From an optimization exercise on the open Yosys and OpenROAD flow, aimed at small area, a short achievable clock period and few clock cycles per item; shortcuts taken in it are not production practice. In this exercise RTL edits were held to simulation tests only and were not proved equivalent to the original.

### flow/design.v
`timescale 1ns / 1ps
`timescale 1ns / 1ps
module mac (
    input  wire        clk,
    input  wire        rst,
    input  wire [31:0] x,
    input  wire [31:0] y,
    input  wire        start,
    output wire [31:0] z,
    output wire        busy
  );
  wire signed [7:0] a0 = x[ 7: 0], b0 = y[ 7: 0];
  wire signed [7:0] a1 = x[15: 8], b1 = y[15: 8];
  wire signed [7:0] a2 = x[23:16], b2 = y[23:16];
  wire signed [7:0] a3 = x[31:24], b3 = y[31:24];
  wire signed [15:0] p0 = a0 * b0;
  wire signed [15:0] p1 = a1 * b1;
  wire signed [15:0] p2 = a2 * b2;
  wire signed [15:0] p3 = a3 * b3;
  wire signed [17:0] dot = p0 + p1 + p2 + p3;
  reg [17:0] zr;
  always @(posedge clk)
  begin
    if (start)
      zr <= dot;
  end
  assign z    = {{14{zr[17]}}, zr};
  assign busy = 1'b0;
endmodule
### flow/config.mk
export PLATFORM = sky130hd
export DESIGN_NAME = mac
export DESIGN_NICKNAME = mac
export VERILOG_FILES = /design/flow/design.v
export SDC_FILE = /design/flow/constraint.sdc
export NUM_CORES = 4
export LEC_CHECK = 0
export CAP_MARGIN = 20
export CORE_MARGIN = 2
export CORE_UTILIZATION = 40
export SLEW_MARGIN = 20
### flow/constraint.sdc
create_clock -name core_clock -period 7.0 [get_ports {clk}]
set_input_delay 1.4000 -clock core_clock [delete_from_list [all_inputs] [get_ports {clk}]]
set_output_delay 1.4000 -clock core_clock [all_outputs]
set_load 0.01 [all_outputs]
### flow/run.sh
#!/bin/bash
# synth_recipe.tcl (not shown) runs the flow's synth.tcl, then flattens the netlist and writes it again
# the make line also repeats each setting of config.mk as NAME=value (left out here)
make -C /OpenROAD-flow-scripts/flow DESIGN_CONFIG=/design/flow/config.mk WORK_HOME=/design/flow/orfs CLKGATE_MAP_FILE= SYNTH_SCRIPT=/design/flow/synth_recipe.tcl finish
==> run notes <==
==> cell usage after synthesis <==
| cell | instances | share of area, % |
|---|---|---|
| a211oi_1 | 1 | 0.065 |
| a21boi_0 | 1 | 0.065 |
| a21o_1 | 7 | 0.45 |
| a21oi_1 | 9 | 0.39 |
| a311oi_1 | 1 | 0.075 |
| a31oi_1 | 2 | 0.11 |
| a32o_1 | 1 | 0.086 |
| a32oi_1 | 1 | 0.075 |
| and2_1 | 148 | 8.0 |
| and3_1 | 2 | 0.11 |
| buf_4 | 15 | 0.97 |
| clkbuf_1 | 3 | 0.097 |
| conb_1 | 1 | 0.032 |
| edfxtp_1 | 18 | 4.7 |
| fa_1 | 318 | 55 |
| ha_1 | 97 | 10 |
| inv_1 | 357 | 12 |
| mux2_2 | 1 | 0.097 |
| mux2i_1 | 1 | 0.086 |
| nand2_1 | 81 | 2.6 |
| nand2b_1 | 13 | 0.70 |
| nand3_1 | 3 | 0.13 |
| nand3b_1 | 1 | 0.065 |
| nand4_1 | 1 | 0.054 |
| nor2_1 | 16 | 0.52 |
| nor2b_1 | 9 | 0.48 |
| nor3_1 | 2 | 0.086 |
| nor3b_1 | 1 | 0.065 |
| o2111ai_1 | 1 | 0.075 |
| o21a_1 | 2 | 0.13 |
| o21ai_0 | 11 | 0.47 |
| o21bai_1 | 2 | 0.13 |
| o31ai_2 | 1 | 0.11 |
| xnor2_1 | 19 | 1.4 |
| xnor2_2 | 1 | 0.14 |
| xnor3_1 | 1 | 0.19 |
| xor2_1 | 6 | 0.45 |
==> cells in the final DEF (no fill, tap or decap), types with 10 or more instances in the layout <==
cell type / instances
buf_6: 55
nand2_1: 69
ha_4: 14
inv_1: 319
fa_2: 11
buf_2: 22
buf_4: 118
inv_2: 38
and2_1: 114
xnor2_1: 19
and2_4: 34
edfxtp_1: 18
fa_1: 307
nor2_1: 10
ha_1: 81
clkdlybuf4s50_1: 33
==> what timing repair did <==
action / CTS / global route
pin swaps: 164 / 84
hold buffers: 0 / 0
resized for setup: 436 / 98
endpoints found under the setup margin: 12 / 10
buffers inserted: 24 / 6
==> metrics by stage <==
step	utilization [%]	hold slack (ns)	std cells
final	51.96	1.710	1776
after global routing	51.96	1.722	1776
after CTS	51.06	1.697	1772
after detailed placement	48.79	2.209	1745
after global placement	48.79	2.208	1745
after floorplan	-	1.513	1155
==> worst min path at each step <==
stage / start / endpoint / slack (ns) / cells past startpoint
after floorplan: start / zr[0]$_DFFE_PP_ / 1.51 / 0
after global placement: zr[5]$_DFFE_PP_ / z[5] / 2.21 / 1
after detailed placement: zr[2]$_DFFE_PP_ / z[2] / 2.21 / 1
after CTS: y[0] / zr[0]$_DFFE_PP_ / 1.70 / 3
after global routing: y[0] / zr[0]$_DFFE_PP_ / 1.72 / 3
final: y[0] / zr[0]$_DFFE_PP_ / 1.71 / 3
==> cell type report <==
| class | count | area [um2] | share of cell area (%) |
|---|---|---|---|
| Sequential cell | 18 | 540.5 | 3.634 |
| Clock inverter | 1 | 3.754 | 0.02524 |
| Multi-Input combinational cell | 762 | 10180 | 68.43 |
| Tap cell | 384 | 480.5 | 3.230 |
| Timing Repair Buffer | 251 | 2256 | 15.17 |
| Clock buffer | 3 | 75.07 | 0.5048 |
| Inverter | 357 | 1340 | 9.010 |
==> tightest hold or removal path, stage by stage <==
cell	delay, ns
buf_2	0.18
and2_1	0.15
ha_1	0.12
==> cell families after synthesis <==
logic type / count (synthesis) / synth area share (%)
fa+ha+maj: 415 / 65.27
buf+inv: 375 / 12.61
simple gates: 277 / 12.80
compound gates: 40 / 2.230
xor+xnor: 27 / 2.220
flops: 18 / 4.655
mux: 2 / 0.1832
other cells: 1 / 0.03229
==> metal layers <==
layer | global-route usage, % | vias up | wire length [um] | part of all wire (%)
li1 | - | 3758 | - | -
met1 | 25.27 | 4033 | 11260 | 43
met2 | 33.10 | 123 | 13860 | 53
met3 | 0.9405 | 6 | 809 | 3.1
met4 | 0.9454 | 0 | 69 | 0.27
met5 | 0 | - | 0 | 0
==> results.tsv <==
metric	value	unit
drc	0	
setup_viol	7	
vias	7920	
largest_reg_flops	18	
avgSynthCellArea	10.05	um2
diodes	0	
outcome	complete, but fails checks	
slew_viol_final	0	
routedWlPerCell	14.64	um
synthesis.nets	1637	
cts_tree	built	
syn-instance-count	1155	
cp-startpoint	y[20]	
crit_path_cell_trace	buf_4 > buf_4 > and2_4 > fa_1 > inv_1 > fa_1 > inv_1 > fa_1 > fa_1 > fa_1 > fa_1 > fa_1 > inv_2 > fa_1 > inv_2 > ha_4 > and3_4 > a32oi_4 > buf_6 > o2111ai_2 > nand4_1	
via_per_inst	4.459	
n_fill_cell	2596	
worst-path-buf-inv	7	
fin_crit_sh	103.1	%
cp.depth	21	
io_pins	100	
synthToLayoutAreaGrowth	28.08	%
clock-sinks	18	
root_buffer	clkbuf_16	
final_antenna_net_count	0	
synth_cell_types	37	
crit_slowest_cell	fa_1	
gp_congestion	0.8251	
drt-total-wl	25990	um
grt_start_max_net_pins	19	
so_faults	setup timing	
endpoint_kind	flop	
maxCapViolCount	0	
initial_core_util	40.57	%
crit_path_frequent_cell	fa_1	
die_w	174.4	um
timing.final.ws_setup	-0.2194	ns
rows	62	
groute.usage.overall	18.20	%
worst_pin_slew	0.8492	ns
layout.nets	1875	
path_delay_family	adder cells	
overflow	0	
rsz0062_at_grt	true	
hp-class	in -> reg	
fin_tns_setup	-0.9760	ns
max_freq	0.1385	GHz
place_area	13970	um2
endpoint	zr[16]$_DFFE_PP_	
synth_area	11610	um2
antenna_found_initial	0	
crit_arrival	7.20	ns
ys_warn_count	1	
drtIter0Drc	289	
hold_violations	0	
die-area	30410	um2
slew_headroom	43.21	%
critPathMaxFanout	4	
period_needed	7.219	ns
numCtsBuffers	3	
drive_gt1_share	26.44	%
grt_pass1_wl	43990	um
critPathKind	in -> reg	
cts_buffer_depth	2	
portBuffers	97	
dp_hpwl	23660	um
path_clk_slew	0.06	ns
h-tree-depth	1	
firstDrtPassIters	4	
ys_ff_latch	18	
required	6.98	ns
pre_cts_slack	-1.063	ns
start_kind	primary input	
max_stage_delay	0.62	ns
finish.instance_area	14870	um2
die_y	174.4	um
synth-seq-area-share	4.655	%
top_register	zr	
grt_pass1_vias	8836	
fp.coreArea	28630	um2
largestRegisters	zr x18	
Testbench counts, summed over its fixed seeds: cycles 512, items 512.

-- afterwards: timing with drivers on the ports --
The flow's constraints put no driver on any port. The routed layout listed below was extracted and timed again, unchanged, in two steps. Step 1 assumes that a clkbuf_16 drives the clock port and a buf_2 every other input. Step 2 moves the port delays by t, midway between the first and last clock arrival at a register: inputs arrive t later, outputs are due t later. That takes back most of the time a late clock gives input paths. a / b / c = ideal / step 1 / step 2; a / b = the first two.
t (ns): 0.277
setup WS [ns]: -0.219 / -0.214 / -0.491
clock arrival spread, ns: 0.002 / 0.002
The setup slack of this run moves by +0.005 ns with the drivers and by -0.272 ns with both steps.
